What follows belongs to an exercise in optimizing a design on an open flow for small area and a short achievable clock period; a production flow would make more cautious choices. Function was checked by simulation only, so behaviour that the tests miss may differ from the original.

## run D
==> flow/design.v <==
module fetch(output [4:0]     rs,
             output [4:0]     rt,
             output [4:0]     rd,
             output reg [1:0] op,
             output           valid,
             input [31:0]     instr_in,
             input [1:0]      op_in,
             input            rst,
             input            clk);
   reg [31:0] instr;
   reg        live;
   always @(posedge clk) begin
      live  <= ~rst;
      instr <= instr_in;
      op    <= op_in;
   end
   assign valid = live & (instr != 32'd0);
   assign rs = instr[25:21];
   assign rt = instr[20:16];
   assign rd = instr[15:11];
endmodule  
module decode (output [31:0]  read_a,
               output [31:0]  read_b,
               input [4:0]    f_rs,
               input [4:0]    f_rt,
               input [1023:0] regfile);
   reg [31:0] a, b;
   integer    i;
   always @* begin
      a = 32'd0;
      b = 32'd0;
      for (i = 0; i < 32; i = i + 1) begin
         a = a | (regfile[i*32 +: 32] & {32{f_rs == i}});
         b = b | (regfile[i*32 +: 32] & {32{f_rt == i}});
      end
   end
   assign read_a = a;
   assign read_b = b;
endmodule  
module execute(output reg [4:0]  out_rd,
               output reg [31:0] out_data,
               output            wr_en,
               output [4:0]      wr_addr,
               output [31:0]     wr_data,
               input [31:0]      read_a,
               input [31:0]      read_b,
               input [4:0]       f_rd,
               input [1:0]       f_op,
               input             f_valid,
               input             rst,
               input             clk);
   localparam J0 = 25, J1 = 17, J2 = 11, J3 = 5;
   localparam WBK = 18;    
   function automatic [32:0] div_row;    
      input [31:0] rem;
      input [31:0] d;
      input integer j;
      input integer kind;
      reg [31:0] t, G, P, Gn, Pn;
      reg        dz, ge;
      integer    k, s, w, l;
      begin
         w = 32 - j;
         t = rem >> j;
         dz = 1'b1;
         for (k = 0; k < 32; k = k + 1)
           if (k >= w && d[k]) dz = 1'b0;
         for (k = 0; k < 32; k = k + 1) begin
            G[k] = ~t[k] & d[k];
            P[k] = ~t[k] | d[k];
         end
         if (kind == 0) begin
            for (s = 1; s < 32; s = s * 2) begin
               Gn = G; Pn = P;
               for (k = 0; k < 32; k = k + 1)
                 if (k >= s && k < w) begin
                    Gn[k] = G[k] | (P[k] & G[k-s]);
                    Pn[k] = P[k] & P[k-s];
                 end
               G = Gn; P = Pn;
            end
         end else if (kind == 1) begin
            for (s = 1; s < 32; s = s * 2)
              for (k = 2*s - 1; k < 32; k = k + 2*s)
                if (k < w) begin
                   G[k] = G[k] | (P[k] & G[k-s]);
                   P[k] = P[k] & P[k-s];
                end
            for (s = 8; s >= 1; s = s / 2)
              for (k = 3*s - 1; k < 32; k = k + 2*s)
                if (k < w) begin
                   G[k] = G[k] | (P[k] & G[k-s]);
                   P[k] = P[k] & P[k-s];
                end
         end else if (kind == 2) begin
            for (k = 1; k < 32; k = k + 1)
              if (k < w) begin
                 G[k] = G[k] | (P[k] & G[k-1]);
                 P[k] = P[k] & P[k-1];
              end
         end else begin
            for (s = 1; s < 32; s = s * 2)
              for (k = 0; k < 32; k = k + 1)
                if ((k & s) && k < w) begin
                   G[k] = G[k] | (P[k] & G[(k & ~(s-1)) - 1]);
                   P[k] = P[k] & P[(k & ~(s-1)) - 1];
                end
         end
         ge = dz & ~G[w-1];
         div_row[31:0] = rem;
         for (k = 0; k < 32; k = k + 1)
           if (k < w)
             div_row[j+k] = t[k] ^ (ge & (d[k] ^ (k == 0 ? 1'b0 : G[k-1])));
         div_row[32] = ge;
      end
   endfunction
   function automatic [31:0] booth_mul;
      input [31:0] a;
      input [31:0] b;
      reg [32:0] bx;
      reg [31:0] pp, sum;
      reg [2:0]  dig;
      reg        one, two, neg;
      integer    i, k;
      begin
         bx = {b, 1'b0};
         sum = 32'd0;
         for (i = 0; i < 16; i = i + 1) begin
            dig = bx[2*i +: 3];
            one = dig[0] ^ dig[1];
            two = (dig == 3'b011) | (dig == 3'b100);
            neg = dig[2] & ~(dig[1] & dig[0]);
            pp = 32'd0;
            for (k = 0; k < 32; k = k + 1)
              if (k >= 2*i)
                pp[k] = ((one & a[k-2*i]) | (two & (k > 2*i ? a[k-2*i-1] : 1'b0))) ^ neg;
            sum = sum + pp + ({31'd0, neg} << (2*i));
         end
         booth_mul = sum;
      end
   endfunction
   reg [31:0] r0, q0;
   always @* begin : c0
      reg [32:0] row;
      integer j;
      r0 = read_a;
      q0 = 32'd0;
      for (j = 31; j >= J0; j = j - 1) begin
         row = div_row(r0, read_b, j, 32 - j >= WBK ? 1 : 2);
         r0 = row[31:0];
         q0[j] = row[32];
      end
      if (f_op != 2'b11)
        r0 = read_a;
   end
   reg [31:0]  s1_rem, s1_b;
   reg [31:J0] s1_q;
   reg [1:0]   s1_op;
   reg [4:0]   s1_rd;
   reg         s1_v;
   always @(posedge clk) begin
      s1_v   <= f_valid & ~rst;
      s1_rem <= r0;
      s1_q   <= q0[31:J0];
      s1_b   <= read_b;
      s1_op  <= f_op;
      s1_rd  <= f_rd;
   end
   reg [31:0] r1, q1, res1;
   always @* begin : c1
      reg [32:0] row;
      integer j;
      r1 = s1_rem;
      q1 = 32'd0;
      q1[31:J0] = s1_q;
      for (j = J0 - 1; j >= J1; j = j - 1) begin
         row = div_row(r1, s1_b, j, 32 - j >= WBK ? 1 : 2);
         r1 = row[31:0];
         q1[j] = row[32];
      end
      case (s1_op)
        2'b00, 2'b01: res1 = s1_rem + (s1_b ^ {32{s1_op[0]}}) + s1_op[0];
        2'b10: res1 = booth_mul(s1_rem, s1_b);
        default: res1 = s1_b;
      endcase
   end
   reg [31:0]  s2_rem, s2_d;
   reg [31:J1] s2_q;
   reg         s2_div, s2_v;
   reg [4:0]   s2_rd;
   always @(posedge clk) begin
      s2_rem  <= r1;
      s2_q    <= q1[31:J1];
      s2_d    <= res1;
      s2_div  <= s1_op == 2'b11;
      s2_rd   <= s1_rd;
      s2_v    <= s1_v & ~rst;
   end
   reg [31:0] r2, q2;
   always @* begin : c2
      reg [32:0] row;
      integer j;
      r2 = s2_rem;
      q2 = 32'd0;
      q2[31:J1] = s2_q;
      for (j = J1 - 1; j >= J2; j = j - 1) begin
         row = div_row(r2, s2_d, j, 32 - j >= WBK ? 1 : 2);
         r2 = row[31:0];
         q2[j] = row[32];
      end
   end
   reg [31:0]  s3_rem, s3_d;
   reg [31:J2] s3_q;
   reg         s3_div, s3_v;
   reg [4:0]   s3_rd;
   always @(posedge clk) begin
      s3_rem  <= r2;
      s3_q    <= q2[31:J2];
      s3_d    <= s2_d;
      s3_div  <= s2_div;
      s3_rd   <= s2_rd;
      s3_v    <= s2_v & ~rst;
   end
   reg [31:0] r3, q3;
   always @* begin : c3
      reg [32:0] row;
      integer j;
      r3 = s3_rem;
      q3 = 32'd0;
      q3[31:J2] = s3_q;
      for (j = J2 - 1; j >= J3; j = j - 1) begin
         row = div_row(r3, s3_d, j, 32 - j >= WBK ? 1 : 2);
         r3 = row[31:0];
         q3[j] = row[32];
      end
   end
   reg [31:0]  s4_rem, s4_d;
   reg [31:J3] s4_q;
   reg         s4_div, s4_v;
   reg [4:0]   s4_rd;
   always @(posedge clk) begin
      s4_rem  <= r3;
      s4_q    <= q3[31:J3];
      s4_d    <= s3_d;
      s4_div  <= s3_div;
      s4_rd   <= s3_rd;
      s4_v    <= s3_v & ~rst;
   end
   reg [31:0] r4, q4;
   always @* begin : c4
      reg [32:0] row;
      integer j;
      r4 = s4_rem;
      q4 = 32'd0;
      q4[31:J3] = s4_q;
      for (j = J3 - 1; j >= 0; j = j - 1) begin
         row = div_row(r4, s4_d, j, 32 - j >= WBK ? 1 : 2);
         r4 = row[31:0];
         q4[j] = row[32];
      end
   end
   assign wr_en   = s4_v;
   assign wr_addr = s4_rd;
   assign wr_data = s4_div ? q4 : s4_d;
   always @(posedge clk) begin
      if (rst) begin
         out_rd   <= 5'd0;
         out_data <= 32'd0;
      end else if (s4_v) begin
         out_rd   <= wr_addr;
         out_data <= wr_data;
      end
   end
endmodule  
module writeback(output [1023:0] regfile,
                 input           write_en,
                 input [4:0]     write_addr,
                 input [31:0]    write_data,
                 input           rst,
                 input           clk);
   localparam [1023:0] INIT = {
      32'h45bafcea, 32'hee5789aa, 32'hea0c5a27, 32'h6f96f3f7,
      32'hf949358b, 32'h7542d788, 32'h0e2b660c, 32'hd2f99200,
      32'h9e5e40fb, 32'haf87bfe2, 32'h011635f4, 32'h786740fd,
      32'ha44e5587, 32'h87bbdd41, 32'hc75a7602, 32'hf3b1fbfa,
      32'h16de2d22, 32'h40b81c62, 32'he8064845, 32'h505200eb,
      32'h49afad3b, 32'hd369366a, 32'h5d7358e9, 32'h93d13470,
      32'h6604223b, 32'h187dfe03, 32'ha3c8a3e3, 32'haf33e6a0,
      32'h7b3cee55, 32'h2411d091, 32'h5db58acc, 32'h00000000};
   reg          rst_q;
   reg [1023:0] rf;
   assign regfile = rf;
   always @(posedge clk)
     rst_q <= rst;
   wire [31:0] data1 = write_data | {32{rst_q}};
   wire [31:0] data0 = write_data & ~{32{rst_q}};
   genvar i, b;
   generate
      for (i = 0; i < 32; i = i + 1) begin : g_reg
         wire en = rst_q | (write_en & (write_addr == i));
         for (b = 0; b < 32; b = b + 1) begin : g_bit
            always @(posedge clk)
              if (en)
                rf[i*32 + b] <= INIT[i*32 + b] ? data1[b] : data0[b];
         end
      end
   endgenerate
endmodule  
module pa_pipeline(input         clk,
                   input         rst,
                   input [31:0]  instr_in,
                   input [1:0]   op_in,
                   output [4:0]  wb_addr,
                   output [31:0] wb_data);
   wire [4:0]    f_rs, f_rt, f_rd;
   wire [1:0]    f_op;
   wire          f_valid;
   wire [31:0]   read_a, read_b;
   wire          wr_en;
   wire [4:0]    wr_addr;
   wire [31:0]   wr_data;
   wire [1023:0] regfile;
   fetch m0(f_rs, f_rt, f_rd, f_op, f_valid, instr_in, op_in, rst, clk);
   decode m1(read_a, read_b, f_rs, f_rt, regfile);
   execute m2(wb_addr, wb_data, wr_en, wr_addr, wr_data, read_a, read_b, f_rd,
              f_op, f_valid, rst, clk);
   writeback m3(regfile, wr_en, wr_addr, wr_data, rst, clk);
endmodule  
clock: 80.0 ns
lec_check: 0
abc_area: 1
cap_margin: 20
core_margin: 2
core_utilization: 50
cts_cluster_diameter: 60
cts_cluster_size: 24
slew_margin: 20
run.sh (not shown) runs the stock make flow with config.mk's settings and CLKGATE_MAP_FILE= SYNTH_SCRIPT=/design/flow/synth_recipe.tcl, a recipe that flattens the netlist after the stock synthesis.
Per the final summary, run D finished and its layout is clean on timing, DRC and antenna.
### run D -> run F
# run D
export LEC_CHECK = 0
export ABC_AREA = 1
export CAP_MARGIN = 20
export CORE_MARGIN = 2
export CORE_UTILIZATION = 50
export CTS_CLUSTER_DIAMETER = 60
export CTS_CLUSTER_SIZE = 24
export SLEW_MARGIN = 20
create_clock -name core_clock -period 80.0 [get_ports {clk}]
# run F
export LEC_CHECK = 0
export ABC_AREA = 1
export CAP_MARGIN = 20
export CORE_MARGIN = 2
export CORE_UTILIZATION = 50
export CTS_CLUSTER_DIAMETER = 60
export CTS_CLUSTER_SIZE = 24
export SLEW_MARGIN = 20
export SETUP_SLACK_MARGIN = 62.5
export BUFFER_PORTS_ARGS = -buffer_cell sky130_fd_sc_hd__buf_4
create_clock -name core_clock -period 80.0 [get_ports {clk}]
==> flow/flow/run.sh (new file) <==
#!/bin/bash
# Own flow: the standard layout (standard synthesis, same clock and
# constraints), with the timing repair steps asked to leave 62.5 ns of
# setup slack at the 80 ns clock, so that they size and buffer the logic
# instead of stopping as soon as the 80 ns clock is met, and with plain
# buffers (buf_4) as the port buffers.
export SETUP_SLACK_MARGIN=62.5
echo "export SETUP_SLACK_MARGIN = 62.5" >> config.mk
echo "export BUFFER_PORTS_ARGS = -buffer_cell sky130_fd_sc_hd__buf_4" >> config.mk
cp config.mk config_used.txt
bash standard.sh > standard.log 2>&1
==> flow/standard.sh (new file) <==
#!/bin/bash
# synth_recipe.tcl (not shown) runs the flow's synth.tcl, then flattens the netlist and writes it again
# the make line also repeats each setting of config.mk as NAME=value (left out here)
make -C /OpenROAD-flow-scripts/flow DESIGN_CONFIG=/design/flow/config.mk WORK_HOME=/design/flow/orfs CLKGATE_MAP_FILE= SYNTH_SCRIPT=/design/flow/synth_recipe.tcl "${@:-finish}"
removed: flow/run.sh
## What came out
- Run D -> run F: fraction of area in multi-input gates flat
- As far as detailed placer's ending HPWL is concerned, run D and run F perform about the same.
- Run F ended up with a lower via count than run D did.
- Final estimated routing congestion in global placement (lower): run D

what the ideal ports hide:
The results above use ideal ports. As a check the final layouts listed here were re-extracted and re-timed, cells and wires unchanged.
Step 1: set_driving_cell puts a clkbuf_16 on clk and a buf_2 on each other input, an assumption about the parent block.
Step 2 also shifts input and output timing later by t, the mid clock arrival at the registers, as if the neighbouring blocks saw the same clock.
a / b / c = ideal ports / drivers / drivers and shift; a / b = the first two.
run | t (ns) | slack for setup (ns) | worst setup path after step 2 | clock arrival spread, ns | worst slew at a driven data input, ns
run D | 0.893 | 62.292 / 62.203 / 62.522 | input to register | 0.121 / 0.121 | 0.05
run F | 0.879 | 62.693 / 62.603 / 62.961 | input to register | 0.125 / 0.124 | 0.04
After both steps setup and hold are still met in every run listed.
